What follows belongs to an exercise in optimizing a design on an open flow for small area, a short achievable clock period and few clock cycles per item; a production flow would make more cautious choices. Where RTL was checked, it was by simulation tests only, not by an equivalence proof against the original. Function not checked in run 4: the RTL went through the layout flow alone. Power and IR drop assume default switching activity.

**flow/standard.sh**
```bash
#!/bin/bash
# synth_recipe.tcl (not shown) runs the flow's synth.tcl, then flattens the netlist and writes it again
# the make line also repeats each setting of config.mk as NAME=value (left out here)
make -C /OpenROAD-flow-scripts/flow DESIGN_CONFIG=/design/flow/config.mk WORK_HOME=/design/flow/orfs CLKGATE_MAP_FILE= SYNTH_SCRIPT=/design/flow/synth_recipe.tcl "${@:-finish}"
```
**flow/flow/run.sh**
```bash
#!/bin/bash
# The standard layout (the standard.sh: ORFS synth .. finish), with the
# ports buffered by buf_2 cells instead of the delay cells buffer_ports picks.
# Clock period and constraints unchanged.
set -euo pipefail
bash standard.sh finish "BUFFER_PORTS_ARGS=-buffer_cell sky130_fd_sc_hd__buf_2" > standard.log 2>&1
```
**flow/config.mk**
```make
export PLATFORM = sky130hd
export DESIGN_NAME = ALU
export DESIGN_NICKNAME = ALU
export VERILOG_FILES = /design/flow/design.v
export SDC_FILE = /design/flow/constraint.sdc
export NUM_CORES = 4
export LEC_CHECK = 0
export CAP_MARGIN = 20
export CORE_MARGIN = 2
export CORE_UTILIZATION = 40
export PLACE_DENSITY = 0.6
export SETUP_SLACK_MARGIN = 4.5
export SLEW_MARGIN = 20
```
**flow/design.v**
```verilog
module ALU #(
    parameter WIDTH = 32
)(
    input [WIDTH-1:0] num_1,
    input [WIDTH-1:0] num_2,
    input [WIDTH-1:0] sub_reg_input,
    input [3:0] opcode,
    input clk,
    output [WIDTH-1:0] result,
    output [WIDTH-1:0] sub_reg_result,
    output done,
    output [3:0] flag
);
    reg  [3:0] op_r;      
    reg        first_r;   
    reg        rdy_r;     
    reg  [3:0] cnt;
    reg        skp;       
    reg        noskip;    
    reg        mul_r;     
    reg        div_r;     
    wire same = (opcode == op_r);
    assign done = rdy_r & same;
    wire s_add = (opcode == 4'd0);
    wire s_sub = (opcode == 4'd1);
    wire s_mul = (opcode == 4'd2);
    wire s_div = (opcode == 4'd3);
    wire s_neg = (opcode == 4'd4);
    wire s_and = (opcode == 4'd5);
    wire s_or  = (opcode == 4'd6);
    wire s_xor = (opcode == 4'd7);
    wire s_not = (opcode == 4'd8);
    wire s_idle = opcode[3] & (opcode[2:0] != 3'd0);
    reg [33:0] H;       
    reg [32:0] L;       
    reg [31:0] Yr;      
    reg        dinv;    
    reg        ovf_r;   
    reg        sz_r;    
    reg        neg_r;   
    reg        w_r;     
    always @(posedge clk) begin
        Yr   <= opcode[0] ? (num_2 ^ {32{~num_2[31]}}) : num_1;
        dinv <= ~num_2[31];
    end
    wire [35:0] ys = {{4{Yr[31]}}, Yr};
    wire        sz = sub_reg_input[31];
    wire        sd = num_2[31];
    wire [31:0] n_hi = sub_reg_input ^ {32{sz}};
    wire [31:0] n_lo = num_1 ^ {32{sz}};
    wire [35:0] a_s = {{4{num_1[31]}}, num_1};
    wire [35:0] b_s = {{4{num_2[31]}}, num_2};
    wire        st_inv = opcode[2] | (opcode[1] ? ~sd : opcode[0]);
    wire [32:0] st_x   = opcode[2] ? 33'd0 : (opcode[1] ? {1'b0, n_hi} : a_s[32:0]);
    wire [32:0] st_y   = opcode[2] ? ~a_s[32:0] : (b_s[32:0] ^ {33{st_inv}});
    wire [32:0] S0     = st_x + st_y + {32'd0, st_inv};    
    function [2:0] booth;   
        input b1, b0, bm;
        booth = {b1, (b1 & ~b0 & ~bm) | (~b1 & b0 & bm), b0 ^ bm};
    endfunction
    reg  [2:0]  bt0, bt1;    
    wire [35:0] y0 = ((bt0[0] ? ys : 36'd0) | (bt0[1] ? {ys[34:0], 1'b0} : 36'd0)) ^ {36{bt0[2]}};
    wire [35:0] y1 = ((bt1[0] ? {ys[33:0], 2'b0} : 36'd0) | (bt1[1] ? {ys[32:0], 3'b0} : 36'd0)) ^ {36{bt1[2]}};
    wire [35:0] hx = {{2{H[33]}}, H};
    wire [35:0] cs_s = hx ^ y0 ^ y1;
    wire [35:0] cs_c = {(hx[34:0] & y0[34:0]) | (hx[34:0] & y1[34:0]) | (y0[34:0] & y1[34:0]), bt1[2]};
    wire [35:0] P = {H, L[32], L[31]};        
    wire [35:0] dm1 = ys;                     
    wire [35:0] dm2 = {ys[34:0], dinv};       
    wire [35:0] S2 = P + dm2 + {35'd0, dinv};
    wire        g2 = ~S2[35];
    wire [35:0] d3_s = P ^ dm1 ^ dm2;
    wire [35:0] d3_c = {(P[34:0] & dm1[34:0]) | (P[34:0] & dm2[34:0]) | (dm1[34:0] & dm2[34:0]), dinv};
    wire [35:0] a1 = mul_r ? cs_s : (g2 ? d3_s : P);
    wire [35:0] b1 = mul_r ? cs_c : (g2 ? d3_c : dm1);
    wire        c1 = mul_r ? bt0[2] : dinv;
    wire [35:0] S1 = a1 + b1 + {35'd0, c1};
    wire        g1 = ~S1[35];
    wire e1 = &S1, e2 = &S2;
    wire        st_arith = s_add | s_sub | s_neg;
    wire        skp_st = s_div & ~noskip & (n_hi == 32'd0) & ((num_2 ^ {32{sd}}) >= 32'd8);
    wire [31:0] l_other = s_mul ? num_2 :
                          skp_st ? {n_lo[17:0], 14'd0} :
                          s_div ? n_lo :
                          s_and ? (num_1 & num_2) :
                          s_or  ? (num_1 | num_2) :
                          s_xor ? (num_1 ^ num_2) : ~num_1;
    wire [33:0] r_new = g1 ? S1[33:0] : g2 ? S2[33:0] : P[33:0];
    always @(posedge clk) begin
        op_r  <= opcode;
        mul_r <= s_mul;
        div_r <= s_div;
        if (s_idle) begin
            first_r <= 1'b1;
            rdy_r   <= 1'b0;
            noskip  <= 1'b0;
        end else if (first_r) begin
            first_r <= 1'b0;
            rdy_r   <= ~(s_mul | s_div) | (s_div & ~S0[32]);
            cnt     <= skp_st ? 4'd7 : 4'd0;
            skp     <= skp_st;
            noskip  <= 1'b0;
        end else if (rdy_r | ~same | (skp & g1 & g2)) begin
            first_r <= 1'b1;
            rdy_r   <= 1'b0;
            noskip  <= skp & same;
            skp     <= 1'b0;
        end else begin
            skp     <= 1'b0;
            cnt     <= cnt + 4'd1;
            rdy_r   <= mul_r ? (cnt == 4'd7) : (cnt == 4'd15);
        end
    end
    always @(posedge clk) begin
        if (first_r) begin
            H     <= ~s_div ? 34'd0 : skp_st ? {20'd0, n_lo[31:18]} : {2'b0, n_hi};
            L[32:1] <= st_arith ? S0[31:0] : l_other;
            L[0]  <= 1'b0;
            bt0   <= booth(num_2[1], num_2[0], 1'b0);
            bt1   <= booth(num_2[3], num_2[2], num_2[1]);
            ovf_r <= (st_arith & (S0[32] ^ S0[31])) | (s_div & ~S0[32]);
            sz_r  <= s_div & sz;
            neg_r <= s_div & (sz ^ sd);
            w_r   <= s_div & sz & (&S0);
        end else begin
            H     <= mul_r ? {{2{S1[35]}}, S1[35:4]} : r_new;
            L     <= mul_r ? {S1[3:0], L[32:5], L[0]} : {L[30:1], g2, g1, L[0]};
            bt0   <= booth(L[6], L[5], L[4]);
            bt1   <= booth(L[8], L[7], L[6]);
            w_r   <= sz_r & (e1 | e2 | (w_r & L[32] & L[31]));
        end
    end
    wire [32:0] q = {1'b0, L[32:1] ^ {32{neg_r}}} + {32'd0, neg_r ^ w_r};
    wire l_nz = |L[32:1];
    wire lo_nz  = |L[31:1];
    wire lo_one = &L[31:1];
    wire range_ovf = L[32] & (neg_r ? (lo_nz | w_r) : 1'b1) | (~neg_r & w_r & lo_one);
    wire div_ovf = div_r & (ovf_r | range_ovf);
    assign result = div_ovf ? 32'd0 : q[31:0];
    assign sub_reg_result = (mul_r | (div_r & ~div_ovf & ~w_r)) ? (H[31:0] ^ {32{sz_r}}) : 32'd0;
    assign flag[3] = div_ovf | (~div_r & ovf_r);
    assign flag[2] = div_ovf | (~l_nz & ~w_r & (~mul_r | (H[31:0] == 32'd0)));
    assign flag[1] = ~div_ovf & (mul_r ? H[31] : q[31]);
    assign flag[0] = ~div_r & ovf_r;
endmodule
```
**flow/constraint.sdc**
```tcl
create_clock -name core_clock -period 11.0 [get_ports {clk}]
set_input_delay 2.2000 -clock core_clock [delete_from_list [all_inputs] [get_ports {clk}]]
set_output_delay 2.2000 -clock core_clock [all_outputs]
set_load 0.01 [all_outputs]
```
==> summary.txt, run 1 <==
Status
  • Status: timing/DRC/antenna clean

Logic synthesis
  • Yosys cell types: 90
  • Synth Instances: 3,047
  • Number of flops mapped to enable cells by yosys: 8
  • Area contributors post-synth: dfxtp_1 (10%), xnor2_1 (9.9%), ha_1 (9.6%)
  • Cell taking the most area after synthesis: dfxtp_1
  • Most frequent cell after synthesis: nand2_1
  • Post-Synthesis Cell Area: 22,100 um2
  • Number of synthesized register bits: 123
  • Sequential share of the synthesized area: 0.115
  • Post-Syn Area per Cell: 7.24 um2
  • Top cell type's share of synthesized area: 0.104
  • Top_reg_cell synth: dfxtp_1
  • Post-synth ARST share: 0
  • Number of synthesis warnings: 1
  • Synth top cells by count: nand2_1 (315), nor2_1 (287), xnor2_1 (249)
  • Synthesized Nets: 3,389

Finish
  • Finished Layout Cells: 3,792
  • P&R area growth vs syn: 13.9%
  • Layout cells sized above 1: 0.156
  • Final non-filler cell area: 25,100 um2
  • Fin nets: 3,416
  • Final core utilization: 0.458

Timing
  • RSZ-0062 raised after global routing: true
  • Final Setup Violations: 0
  • Min Hold Slack: 0.604 ns
  • Worst rel slew slack: 0.235
  • Worst Tran Pin Value: 1.14 ns
  • Tcrit/Tclk final: 0.579
  • Tmin final: 6.37 ns
  • Setup TNS: 0 ns
  • Max frequency: 157 MHz
  • Final worst clock skew: 0.0113 ns
  • Max Slew Vio Count: 0
  • Final hold viol count: 0

Place
  • PortBufs: 169
  • Placer Congestion: 0.997
  • Final HPWL DP: 77,700 um
  • Placed insts: 3,707
  • DP Area: 23,100 um2

Floorplanning
  • Placeable Area: 54,800 um2
  • I/O pins: 170
  • Die Ht: 239 um
  • Die width: 239 um
  • Initial Utilization: 0.403
  • Row count: 86
  • Die area: 57,000 um2

Min path
  • HP Class: flip-flop to flip-flop

Route
  • DR iter-0 viols: 3,312
  • Post-DRT Antenna Nets: 0
  • Pre-antenna DRT Iters: 6
  • DRC viols: 0
  • Post-DR wirelength/cell: 27.5 um
  • Via-per-instance ratio: 6.65
  • Via count: 25,230
  • Final wirelength: 104,000 um

Worst setup path
  • Required @ worst endpoint: 11.38 ns
  • Crit end category: flip-flop
  • WP data arrival: 6.74 ns
  • CP Max Fanout: 9
  • Crit-path max cell delay: 0.50 ns
  • Crit path launch type: flip-flop
  • Critical path's slowest cell: a311o_2
  • Crit path kind: flip-flop to flip-flop

Power
  • Leakage power: 10.2 nW
  • Internal Power: 2.99 mW
  • Switch share: 0.555
  • Part of the power in the clock network: 0.089
  • Switching power: 3.73 mW
  • PD cells: 268 nW/um2
  • Combinational share of power: 0.785
  • Worst vdd ir: 0.163 mV
  • Sequential share of power: 0.126

Global routing
  • Number of global-route vias before repair: 23,163
  • Initial antenna violation count: 3
  • Largest net degree at the start of global routing: 80
  • Total GRT Usage: 0.355
  • Total gr overflow: 0
  • First-pass GRT wire length: 153,000 um

Clock network
  • H-tree depth: 4
  • Deepest clock path buffer count: 2
  • TritonCTS clock tree: done
  • CTS Sinks: 123
  • Clk latency of the worst-skew pair: 0.44 ns
  • Clock slew at reported path FFs: 0.06 ns
  • CTS Buf Count: 17
  • Clk root buf: clkbuf_16

Flow run
  • Max-cap violations: 0
cell type report:
cell class	instances	area (um2)
tap	704	881
timing repair buffer	259	1740
clock buffer	20	500
antenna	1	2.50
fill	5559	29700
sequential	123	2690
clock inverter	12	119
multi-input combinational	2561	18700
inverter	112	427
worst max-delay path: cells and delay by family (launching register included):
kind	cells	cell delay, ns
adders and majority gates	3	1.07
and+or+nand+nor	5	0.92
xor gates and xnor gates	2	0.46
buffers and inverters	4	0.65
DFF	1	0.40
AOI/OAI and AO/OA	12	2.60
muxes	1	0.18
layout by cell type, fill, tap and decap left out, drive strengths merged, types with 11 or more instances in the layout:
cell      n
a211oi   71
a21o     50
a21oi   205
a221o    19
a221oi   56
a222oi   13
a22oi    76
a31oi    47
and2     13
and3     26
buf     254
clkbuf   23
dfxtp   115
fa       72
ha      169
inv     115
mux2i    77
nand2   315
nand2b   14
nand3    61
nand4    44
nor2    289
nor2b    28
nor3     44
nor4     26
o211ai   53
o21a     12
o21ai   236
o221ai   32
o22ai    23
o311ai   11
or3      14
or4      17
xnor2   250
xor2     91
through the flow:
stage	worst slack (ns)	total power, mW
6_report	4.63	6.72
5_1_grt	4.42	7.12
4_1_cts	4.50	6.17
3_5_place_dp	2.81	5.27
3_3_place_gp	2.89	5.27
2_1_floorplan	4.50	3.98
power by group through the flow:
stage / combinational [mW] / clock [mW] / sequential, mW
finish: 5.27 / 0.599 / 0.846
global route: 5.63 / 0.627 / 0.863
CTS: 4.73 / 0.604 / 0.839
detailed placement: 4.44 / 0 / 0.835
global placement: 4.43 / 0 / 0.834
floorplan: 3.29 / 0 / 0.689
registers in the layout (all words and copies together), names as in the netlist, 3 cells and up:
register,count
Yr,32
cnt,4
op_r,4
H,34
bt1,3
bt0,3
L,32
layer usage:
layer | wire, um | vias up | global-route usage | share of wire
li1 | - | 11128 | - | -
met5 | 10 | - | 0 | 0.000096
met1 | 42400 | 12248 | 0.478 | 0.41
met3 | 9690 | 273 | 0.0490 | 0.093
met2 | 45400 | 1579 | 0.545 | 0.44
met4 | 6750 | 2 | 0.195 | 0.065
kinds of logic after synthesis:
kind of cell               count (synthesis)  synth area share
AOI/OAI and AO/OA                        979             0.294
muxes                                     80            0.0371
DFF                                      123             0.115
xor gates and xnor gates                 341             0.136
adders and majority gates                241             0.161
and+or+nand+nor                          918             0.191
buffers and inverters                    365            0.0649
repair_timing:
action                                  CTS  global route
hold buffers                              0             0
cloned                                    3             3
gates resized for setup                 139           107
endpoints found under the setup margin   61            54
pin swaps                                14            34
buffers inserted                         14            32
hold endpoints to repair                  0             0
final timing paths:
kind          from  slack [ns]  endpoint  depth (start not counted)
min reg2reg   L[1]        0.60      L[3]                          2
min           L[1]        0.60      L[3]                          2
max reg2reg  L[32]        4.63       w_r                         27
max          L[32]        4.63       w_r                         27
Testbench counts, summed over its fixed seeds: cycles 149,117, ops 24,000.
==> run 2: changes to the inputs <==
--- a/flow/config.mk
+++ b/flow/config.mk
@@ -9,5 +9,5 @@
 export CORE_MARGIN = 2
 export CORE_UTILIZATION = 40
 export PLACE_DENSITY = 0.6
-export SETUP_SLACK_MARGIN = 4.5
+export SETUP_SLACK_MARGIN = 5
 export SLEW_MARGIN = 20
==> summary.txt, run 2 <==
Timing
  • Tcrit/Tclk final: 0.558
  • Setup TNS: 0 ns
  • Final Setup Violations: 0
  • Worst Tran Pin Value: 1.26 ns
  • Worst rel slew slack: 0.149
  • Max frequency: 163 MHz
  • RSZ-0062 raised after global routing: true
  • Final worst clock skew: 0.0150 ns
  • Max Slew Vio Count: 0
  • Final hold viol count: 0
  • Tmin final: 6.13 ns

Finish
  • FF/Latch Area: 2720 um2
  • Top Registers: H x34, L x32, Yr x32
  • Commonest non-fill, non-tap cell in the layout: nand2_1
  • Filler Cell Count: 5,505
  • Max reg flops: 34
  • Fin nets: 3,436
  • Layout cells sized above 1: 0.168
  • Top reg by flops: H
  • Most frequent cells in the layout: nand2_1 (313), nor2_1 (277), xnor2_1 (248)
  • P&R area growth vs syn: 14.8%
  • Final core utilization: 0.462
  • Combined area of the multi-input logic cells: 18,700 um2

Logic synthesis
  • Post-synth ARST share: 0
  • Number of synthesized register bits: 123
  • Area contributors post-synth: dfxtp_1 (10%), xnor2_1 (9.9%), ha_1 (9.6%)
  • Cell taking the most area after synthesis: dfxtp_1
  • Synth Area in Adders: 0.161
  • Yosys cell types: 90
  • Top_reg_cell synth: dfxtp_1
  • Synth Area in XOR/XNOR: 0.136
  • Most frequent cell after synthesis: nand2_1
  • Compound-Gate Fraction of Synth Area: 0.294
  • Sequential share of the synthesized area: 0.115
  • Simple-gate share of the synthesized area: 0.191
  • Multiplexer share of the synthesized area: 0.0371
  • Number of flops mapped to enable cells by yosys: 8
  • Synthesized Nets: 3,389
  • Number of synthesis warnings: 1
  • Post-Synthesis Cell Area: 22,100 um2
  • Synth Instances: 3,047
  • Top cell type's share of synthesized area: 0.104
  • Post-Syn Area per Cell: 7.24 um2
  • Largest family of logic cells by synthesized area: compound AO/OA/AOI/OAI gates
  • Synth top cells by count: nand2_1 (315), nor2_1 (287), xnor2_1 (249)

Floorplanning
  • Placeable Area: 54,800 um2
  • Die width: 239 um
  • Row count: 86
  • Die area: 57,000 um2
  • Initial Utilization: 0.403
  • Die Ht: 239 um
  • I/O pins: 170

Clock network
  • # hold bufs at CTS: 0
  • Deepest clock path buffer count: 2
  • Clk root buf: clkbuf_16
  • Clk latency of the worst-skew pair: 0.46 ns
  • TritonCTS clock tree: done
  • CTS Buf Count: 17
  • H-tree depth: 4
  • Clock slew at reported path FFs: 0.07 ns
  • CTS Sinks: 123

Min path
  • WHS Endpoint: noskip
  • HP Class: flip-flop to flip-flop
  • Min-delay src: noskip
  • Hold Path Stages: 2

Worst setup path
  • Crit-path most repeated cell: buf_4
  • FF-to-FF path depth: 26
  • Reg2reg start: Yr[3]
  • Crit path launch type: flip-flop
  • Crit path kind: flip-flop to flip-flop
  • Worst r2r dst: w_r
  • Required @ worst endpoint: 11.39 ns
  • Critical path's slowest cell: or4_1
  • Crit end category: flip-flop
  • R2r setup slk: 4.87 ns
  • Crit-path max cell delay: 0.47 ns
  • CP Max Fanout: 15
  • WP data arrival: 6.52 ns

Route
  • Post-DRT Antenna Nets: 0
  • Post-DR wirelength/cell: 27.7 um
  • Pre-antenna DRT Iters: 9
  • Via count: 25,055
  • Final wirelength: 105,000 um
  • DRC viols: 0
  • Via-per-instance ratio: 6.57
  • DR iter-0 viols: 3,555

Global routing
  • Initial antenna violation count: 3
  • Total gr overflow: 0
  • First-pass GRT wire length: 154,000 um
  • Total GRT Usage: 0.358
  • Number of global-route vias before repair: 22,932
  • Largest net degree at the start of global routing: 75

Power
  • Leakage power: 10.2 nW
  • PD cells: 272 nW/um2
  • Worst vdd ir: 0.148 mV
  • Total Power: 6.89 mW

Flow run
  • Max-cap violations: 0

Status
  • Status: timing/DRC/antenna clean

Place
  • PortBufs: 169
  • Placer Congestion: 1.01
  • Final HPWL DP: 78,500 um
-- run 2: cell families (layout without fill, tap and decap cells) --
| kind of cell | after synthesis | count (layout) |
|---|---|---|
| AOI/OAI and AO/OA | 979 | 979 |
| buffers and inverters | 365 | 425 |
| and+or+nand+nor | 918 | 918 |
| muxes | 80 | 80 |
| xor gates and xnor gates | 341 | 341 |
| adders and majority gates | 241 | 241 |
| other | 0 | 3 |
| DFF | 123 | 123 |
-- run 2: cell type report --
class                           count  share of cell area
Inverter                          112              0.0168
Antenna cell                        3            0.000297
Tap cell                          704              0.0348
Multi-Input combinational cell   2559               0.740
Clock buffer                       18              0.0170
Timing Repair Buffer              281              0.0778
Clock inverter                     14             0.00633
Sequential cell                   123               0.107
-- run 2: worst max-delay path: cells and delay by family (launching register included) --
| kind | cells | cell delay [ns] |
|---|---|---|
| flip-flops | 1 | 0.36 |
| AND/OR/NAND/NOR | 9 | 1.80 |
| adder cells (fa/ha/maj) | 2 | 0.68 |
| buffers and inverters | 4 | 0.78 |
| XOR/XNOR | 2 | 0.37 |
| multiplexers | 1 | 0.19 |
| AO/OA/AOI/OAI | 8 | 1.84 |
-- run 2: where the power goes --
part / internal, mW / switching [mW] / leakage (nW)
Clock: 0.339 / 0.258 / 0.280
Sequential: 0.569 / 0.306 / 1.07
Combinational: 2.17 / 3.25 / 8.87
Total: 3.08 / 3.81 / 10.2
-- run 2: how the worst max path moves through the flow --
stage / from / slack [ns] / cells after the start / end
2_1_floorplan: sub_reg_input[31] / 5.00 / 20 / w_r
3_3_place_gp: Yr[31] / 3.34 / 25 / w_r
3_5_place_dp: Yr[31] / 3.32 / 25 / w_r
4_1_cts: L[31] / 4.85 / 27 / w_r
5_1_grt: Yr[3] / 4.70 / 26 / w_r
6_report: Yr[3] / 4.87 / 26 / w_r
-- run 2: metal layers --
layer | up-vias | global-route usage | routed length, um
li1 | 11180 | - | -
met1 | 12163 | 0.497 | 44800
met2 | 1468 | 0.554 | 46100
met3 | 244 | 0.0501 | 9570
met4 | 0 | 0.147 | 5060
met5 | - | 0 | 0
-- run 2: what timing repair did --
action / in CTS / in global routing
pin swaps: 25 / 16
setup buffers: 42 / 25
setup endpoints to repair: 77 / 56
gates cloned: 4 / 2
gates resized for setup: 167 / 79
endpoints found under the hold margin: 0 / 0
-- run 2: metrics by stage --
step,instances,area [um2],hold WS [ns],setup WS [ns]
3_5_place_dp,3706,23200,0.566,3.32
4_1_cts,3784,24700,0.587,4.85
2_1_floorplan,3047,22200,0.506,5.00
5_1_grt,3811,25300,0.608,4.70
3_3_place_gp,3706,23200,0.533,3.34
6_report,3814,25300,0.587,4.87
==> run 3: changes to the inputs <==
--- a/flow/config.mk
+++ b/flow/config.mk
@@ -7,7 +7,7 @@
 export LEC_CHECK = 0
 export CAP_MARGIN = 20
 export CORE_MARGIN = 2
-export CORE_UTILIZATION = 40
-export PLACE_DENSITY = 0.6
+export CORE_UTILIZATION = 55
+export PLACE_DENSITY = 0.7
 export SETUP_SLACK_MARGIN = 5
 export SLEW_MARGIN = 20
==> summary.txt, run 3 <==
Worst setup path
  • Crit path kind: flip-flop to flip-flop
  • Crit-path most repeated cell: a21o_1
  • Critical path's slowest cell: or4_4
  • Crit path launch type: flip-flop
  • Crit end category: flip-flop
  • Worst path top cell family by delay: simple AND/OR/NAND/NOR gates
  • Buf/Inv on CP: 2
  • CP Max Fanout: 5
  • WP data arrival: 6.57 ns
  • FF-to-FF path depth: 26
  • Reg2reg start: H[2]
  • Worst r2r dst: w_r
  • CP endpoint: w_r
  • Required @ worst endpoint: 11.38 ns
  • Critical Path Source: H[2]
  • Critical path depth: 26
  • R2r setup slk: 4.81 ns
  • Crit-path max cell delay: 0.44 ns

Logic synthesis
  • Number of synthesis warnings: 1
  • Post-synth ARST share: 0
  • Synthesized Nets: 3,389
  • Synth Instances: 3,047
  • Sequential share of the synthesized area: 0.115
  • Synth top cells by count: nand2_1 (315), nor2_1 (287), xnor2_1 (249)
  • Cell taking the most area after synthesis: dfxtp_1
  • Post-Syn Area per Cell: 7.24 um2
  • Most frequent cell after synthesis: nand2_1
  • Top cell type's share of synthesized area: 0.104
  • Yosys cell types: 90
  • Number of synthesized register bits: 123
  • Top_reg_cell synth: dfxtp_1
  • Post-Synthesis Cell Area: 22,100 um2
  • Number of flops mapped to enable cells by yosys: 8
  • Area contributors post-synth: dfxtp_1 (10%), xnor2_1 (9.9%), ha_1 (9.6%)

Finish
  • Top reg by flops: H
  • Most frequent cells in the layout: nand2_1 (309), nor2_1 (281), xnor2_1 (247)
  • Fin nets: 3,445
  • Layout cells sized above 1: 0.178
  • Final core utilization: 0.642
  • Final non-filler cell area: 25,500 um2
  • Top Registers: H x34, L x32, Yr x32
  • Commonest non-fill, non-tap cell in the layout: nand2_1
  • Max reg flops: 34
  • P&R area growth vs syn: 15.5%

Route
  • Via count: 25,704
  • Final wirelength: 99,400 um
  • Post-DR wirelength/cell: 27.3 um
  • Pre-antenna DRT Iters: 9
  • DRC viols: 0
  • Post-DRT Antenna Nets: 0
  • Via-per-instance ratio: 7.06
  • DR iter-0 viols: 3,920

Global routing
  • Initial antenna violation count: 8
  • Number of global-route vias before repair: 23,812
  • First-pass GRT wire length: 147,000 um
  • Total GRT Usage: 0.460
  • Total gr overflow: 0
  • Largest net degree at the start of global routing: 79

Clock network
  • Clock slew at reported path FFs: 0.06 ns
  • TritonCTS clock tree: done
  • H-tree depth: 4
  • CTS Buf Count: 17
  • Clk latency of the worst-skew pair: 0.45 ns
  • Deepest clock path buffer count: 2
  • # hold bufs at CTS: 0
  • CTS Sinks: 123
  • Clk root buf: clkbuf_16

Floorplanning
  • Die width: 204 um
  • I/O pins: 170
  • Row count: 73
  • Placeable Area: 39,600 um2
  • Die area: 41,700 um2
  • Initial Utilization: 0.556
  • Die Ht: 204 um

Timing
  • Max frequency: 162 MHz
  • Tcrit/Tclk final: 0.563
  • Tmin final: 6.19 ns
  • RSZ-0062 raised after global routing: true
  • Worst rel slew slack: 0.303
  • Min Hold Slack: 0.583 ns
  • Final Setup Violations: 0
  • Setup TNS: 0 ns
  • Max Slew Vio Count: 0
  • Final worst clock skew: 0.0199 ns
  • Final hold viol count: 0
  • Worst Tran Pin Value: 1.04 ns

Power
  • Worst vdd ir: 0.226 mV
  • Total Power: 7.21 mW
  • Leakage power: 10.4 nW
  • PD cells: 283 nW/um2

Place
  • PortBufs: 169
  • DP Area: 22,900 um2
  • Final HPWL DP: 71,300 um
  • Placer Congestion: 1.03

Min path
  • HP Class: flip-flop to flip-flop

Status
  • Status: timing/DRC/antenna clean

Flow run
  • Max-cap violations: 0
## run 3: stage by stage
stage                     instances  setup WS, ns
after CTS                      3593          4.97
after global placement         3524          3.62
after detailed placement       3524          3.54
after floorplan                3047          5.00
final                          3642          4.81
after global routing           3641          4.67
## run 3: kinds of logic after synthesis
kind of cell    Yosys count  synth area share
compound gates          979             0.294
xor+xnor                341             0.136
fa+ha+maj               241             0.161
buf+inv                 365            0.0649
flops                   123             0.115
mux                      80            0.0371
simple gates            918             0.191
## run 3: worst min-delay path by stage
stage,start,to,slack [ns],depth (start not counted)
2_1_floorplan,noskip,noskip,0.51,2
3_3_place_gp,noskip,noskip,0.56,2
3_5_place_dp,noskip,noskip,0.56,2
4_1_cts,noskip,noskip,0.57,2
5_1_grt,noskip,noskip,0.60,2
6_report,noskip,noskip,0.58,2
## run 3: layer usage
layer / routed length [um] / global-route usage / up-vias
li1: - / - / 11211
met1: 36400 / 0.579 / 12167
met2: 43400 / 0.722 / 1894
met3: 11500 / 0.0904 / 424
met4: 8070 / 0.289 / 8
met5: 52 / 0 / -
## run 3: report_power, final
group	internal [mW]	total, mW	leakage (nW)	switching [mW]
registers	0.569	0.825	1.07	0.256
clock network	0.342	0.578	0.284	0.236
logic	2.42	5.81	9.00	3.39
## run 3: area by class of cell
| cell class | count | area [um2] |
|---|---|---|
| multi-input cells | 2559 | 18900 |
| fillers | 3574 | 14200 |
| flip-flops and latches | 123 | 2710 |
| repair buffers | 290 | 2180 |
| well taps | 525 | 657 |
| clock buffers | 23 | 499 |
| inverters | 112 | 430 |
| clock inverters | 9 | 86.3 |
| diodes | 1 | 2.50 |
## run 3: what timing repair did
action                     in CTS  in global routing
pin swaps                      32                 42
cloned                          5                  6
setup buffers                  32                 42
resized for setup             186                115
setup endpoints to repair      77                 65
## run 3: worst register-to-register path, delay by kind of cell (launching register included)
kind | cells | cell delay, ns
fa+ha+maj | 3 | 1.06
buf+inv | 2 | 0.34
flops | 1 | 0.37
simple gates | 10 | 2.20
compound gates | 9 | 1.69
xor+xnor | 2 | 0.44
==> run 4: changes to the inputs <==
--- a/flow/design.v
+++ b/flow/design.v
@@ -78,7 +78,8 @@
     wire        g1 = ~S1[35];
     wire e1 = &S1, e2 = &S2;
     wire        st_arith = s_add | s_sub | s_neg;
-    wire        skp_st = s_div & ~noskip & (n_hi == 32'd0) & ((num_2 ^ {32{sd}}) >= 32'd8);
+    wire        skp_st = s_div & ~noskip & ((sub_reg_input == 32'd0) | (&sub_reg_input)) &
+                         (|num_2[30:3]) & ~(&num_2[30:3]);    
     wire [31:0] l_other = s_mul ? num_2 :
                           skp_st ? {n_lo[17:0], 14'd0} :
                           s_div ? n_lo :
--- a/flow/config.mk
+++ b/flow/config.mk
@@ -7,7 +7,7 @@
 export LEC_CHECK = 0
 export CAP_MARGIN = 20
 export CORE_MARGIN = 2
-export CORE_UTILIZATION = 55
-export PLACE_DENSITY = 0.7
+export CORE_UTILIZATION = 40
+export PLACE_DENSITY = 0.6
 export SETUP_SLACK_MARGIN = 5
 export SLEW_MARGIN = 20
==> summary.txt, run 4 <==
Power
  • Leakage power: 10.7 nW
  • Total Power: 7.68 mW
  • PD cells: 285 nW/um2
  • Worst vdd ir: 0.195 mV

Global routing
  • Total gr overflow: 0
  • First-pass GRT wire length: 154,000 um
  • Number of global-route vias before repair: 24,095
  • Largest net degree at the start of global routing: 71
  • Initial antenna violation count: 11
  • Total GRT Usage: 0.355

Finish
  • Layout cells sized above 1: 0.199
  • Final non-filler cell area: 26,900 um2
  • Finished Layout Cells: 3,929
  • Max reg flops: 34
  • Fin nets: 3,505
  • Top reg by flops: H
  • Most frequent cells in the layout: xnor2_1 (267), nor2_1 (266), nand2_1 (249)
  • P&R area growth vs syn: 20.2%
  • Commonest non-fill, non-tap cell in the layout: xnor2_1
  • Top Registers: H x34, L x32, Yr x32

Route
  • Final wirelength: 105,000 um
  • DRC viols: 0
  • Post-DR wirelength/cell: 26.7 um
  • DR iter-0 viols: 2,996
  • Via count: 25,469
  • Pre-antenna DRT Iters: 7
  • Via-per-instance ratio: 6.48
  • Post-DRT Antenna Nets: 0

Clock network
  • TritonCTS clock tree: done
  • H-tree depth: 4
  • Clk root buf: clkbuf_16
  • Deepest clock path buffer count: 2
  • CTS Buf Count: 17
  • Clock slew at reported path FFs: 0.07 ns
  • CTS Sinks: 123
  • Clk latency of the worst-skew pair: 0.48 ns
  • # hold bufs at CTS: 0

Flow run
  • Max-cap violations: 0

Worst setup path
  • Crit-path max cell delay: 0.48 ns
  • Crit path kind: flip-flop to flip-flop
  • CP Max Fanout: 20
  • Crit end category: flip-flop
  • WP data arrival: 6.72 ns
  • Required @ worst endpoint: 11.35 ns
  • Crit path launch type: flip-flop
  • Buf/Inv on CP: 6
  • Worst path top cell family by delay: compound AO/OA/AOI/OAI gates
  • Critical path's slowest cell: o21ai_1

Floorplanning
  • Row count: 86
  • Die Ht: 241 um
  • Die area: 57,900 um2
  • I/O pins: 170
  • Initial Utilization: 0.406
  • Placeable Area: 55,200 um2
  • Die width: 241 um

Logic synthesis
  • Synth Instances: 3,066
  • Post-Syn Area per Cell: 7.31 um2
  • Post-Synthesis Cell Area: 22,400 um2
  • Sequential share of the synthesized area: 0.113
  • Number of synthesized register bits: 123
  • Number of synthesis warnings: 1
  • Synthesized Nets: 3,410
  • Area contributors post-synth: xnor2_1 (11%), dfxtp_1 (10%), ha_1 (9.5%)
  • Most frequent cell after synthesis: nor2_1
  • Cell taking the most area after synthesis: xnor2_1
  • Yosys cell types: 87
  • Number of flops mapped to enable cells by yosys: 8
  • Synth top cells by count: nor2_1 (276), xnor2_1 (275), o21ai_0 (263)
  • Top cell type's share of synthesized area: 0.107
  • Top_reg_cell synth: dfxtp_1
  • Post-synth ARST share: 0

Timing
  • Setup TNS: 0 ns
  • RSZ-0062 raised after global routing: true
  • Tcrit/Tclk final: 0.579
  • Worst Tran Pin Value: 1.11 ns
  • Worst rel slew slack: 0.250
  • Final Setup Violations: 0
  • Final worst clock skew: 0.0117 ns
  • Max Slew Vio Count: 0
  • Min Hold Slack: 0.601 ns
  • Tmin final: 6.37 ns
  • Final hold viol count: 0
  • Max frequency: 157 MHz

Place
  • Placed insts: 3,763
  • Placer Congestion: 1.02
  • DP Area: 23,600 um2
  • Final HPWL DP: 77,100 um
  • PortBufs: 169

Status
  • Status: timing/DRC/antenna clean

Min path
  • HP Class: flip-flop to flip-flop
-- run 4: cell families after synthesis --
group	Yosys count	synth area share
and+or+nand+nor	853	0.181
muxes	128	0.0576
adders and majority gates	243	0.160
AOI/OAI and AO/OA	996	0.286
xor gates and xnor gates	358	0.140
DFF	123	0.113
buffers and inverters	365	0.0620
-- run 4: power by group --
part / switching, mW / internal, mW
clock network: 0.270 / 0.299
logic: 3.62 / 2.63
registers: 0.293 / 0.569
total: 4.18 / 3.50
-- run 4: worst paths after layout --
kind	cells after the start	endpoint	slack (ns)	startpoint
max	27	H[5]	4.63	H[1]
min	2	L[4]	0.60	L[2]
max reg2reg	27	H[5]	4.63	H[1]
min reg2reg	2	L[4]	0.60	L[2]
-- run 4: what timing repair did --
action / in CTS / in global routing
gates cloned: 13 / 2
setup buffers: 88 / 24
setup endpoints to repair: 85 / 56
pin swaps: 67 / 65
gates resized for setup: 273 / 89
-- run 4: area by class of cell --
type / count / area [um2]
antenna: 7 / 17.5
timing repair buffer: 326 / 2570
fill: 5502 / 28300
sequential: 123 / 2680
multi-input combinational: 2580 / 19700
tap: 748 / 936
clock buffer: 17 / 425
clock inverter: 15 / 145
inverter: 113 / 433
-- run 4: worst reg2reg max path, stage by stage, from the launching register on --
cell       delay, ns
dfxtp_4         0.40
ha_4            0.30
nand2_1         0.11
a21oi_2         0.23
o211ai_1        0.12
buf_4           0.18
o2111ai_4       0.23
a41oi_4         0.19
o21ba_4         0.27
o21ai_4         0.27
xor2_4          0.22
buf_6           0.13
buf_12          0.10
buf_16          0.18
mux2i_1         0.25
o21ai_0         0.11
ha_2            0.47
a21oi_1         0.10
o21ai_1         0.48
o21ba_4         0.26
o211ai_1        0.17
a2111o_1        0.47
o211ai_2        0.08
buf_6           0.17
nor2_4          0.06
buf_4           0.16
a222oi_1        0.40
o21ai_1         0.12
-- run 4: per-layer routing --
metal	track usage	up-vias	part of all wire
met5	0	-	0.00041
met4	0.228	6	0.074
met3	0.0502	324	0.079
met2	0.585	1367	0.46
met1	0.434	12414	0.38
li1	-	11358	-
-- run 4: per-stage QoR --
stage           util  setup WS (ns)
5_1_grt        0.488           4.40
4_1_cts        0.476           4.80
3_5_place_dp   0.427           2.79
2_1_floorplan      -           4.82
3_3_place_gp   0.427           2.84
6_report       0.488           4.63

separate check: timing with driven ports:
In the flow no input, the clock included, has a driving cell. The finished layouts below were timed again as built, in two steps.
Step 1, drivers: a clkbuf_16 drives clk and a buf_2 each remaining input, both assumed.
Step 2 also shifts input and output timing later by t, the mid clock arrival at the registers, as if the neighbouring blocks saw the same clock.
a / b / c = no drivers / after step 1 / after step 2; a / b = the first two.
run | shift t [ns] | setup WS [ns] | clock arrival spread, ns | slew at the worst register clock pin (ns) | pins driven straight from the clock port
run 1 | 0.492 | 4.634 / 4.634 / 4.198 | 0.013 / 0.013 | 0.07 / 0.07 | 1
run 2 | 0.510 | 4.866 / 4.866 / 4.468 | 0.015 / 0.015 | 0.07 / 0.07 | 1
run 3 | 0.492 | 4.812 / 4.812 / 4.377 | 0.020 / 0.021 | 0.07 / 0.07 | 1
run 4 | 0.542 | 4.632 / 4.632 / 4.181 | 0.013 / 0.013 | 0.07 / 0.07 | 1
After both steps every run listed still meets setup and hold. The setup slack of run 4, which loses most, moves by 0.000 ns with the drivers and by -0.451 ns with both steps.
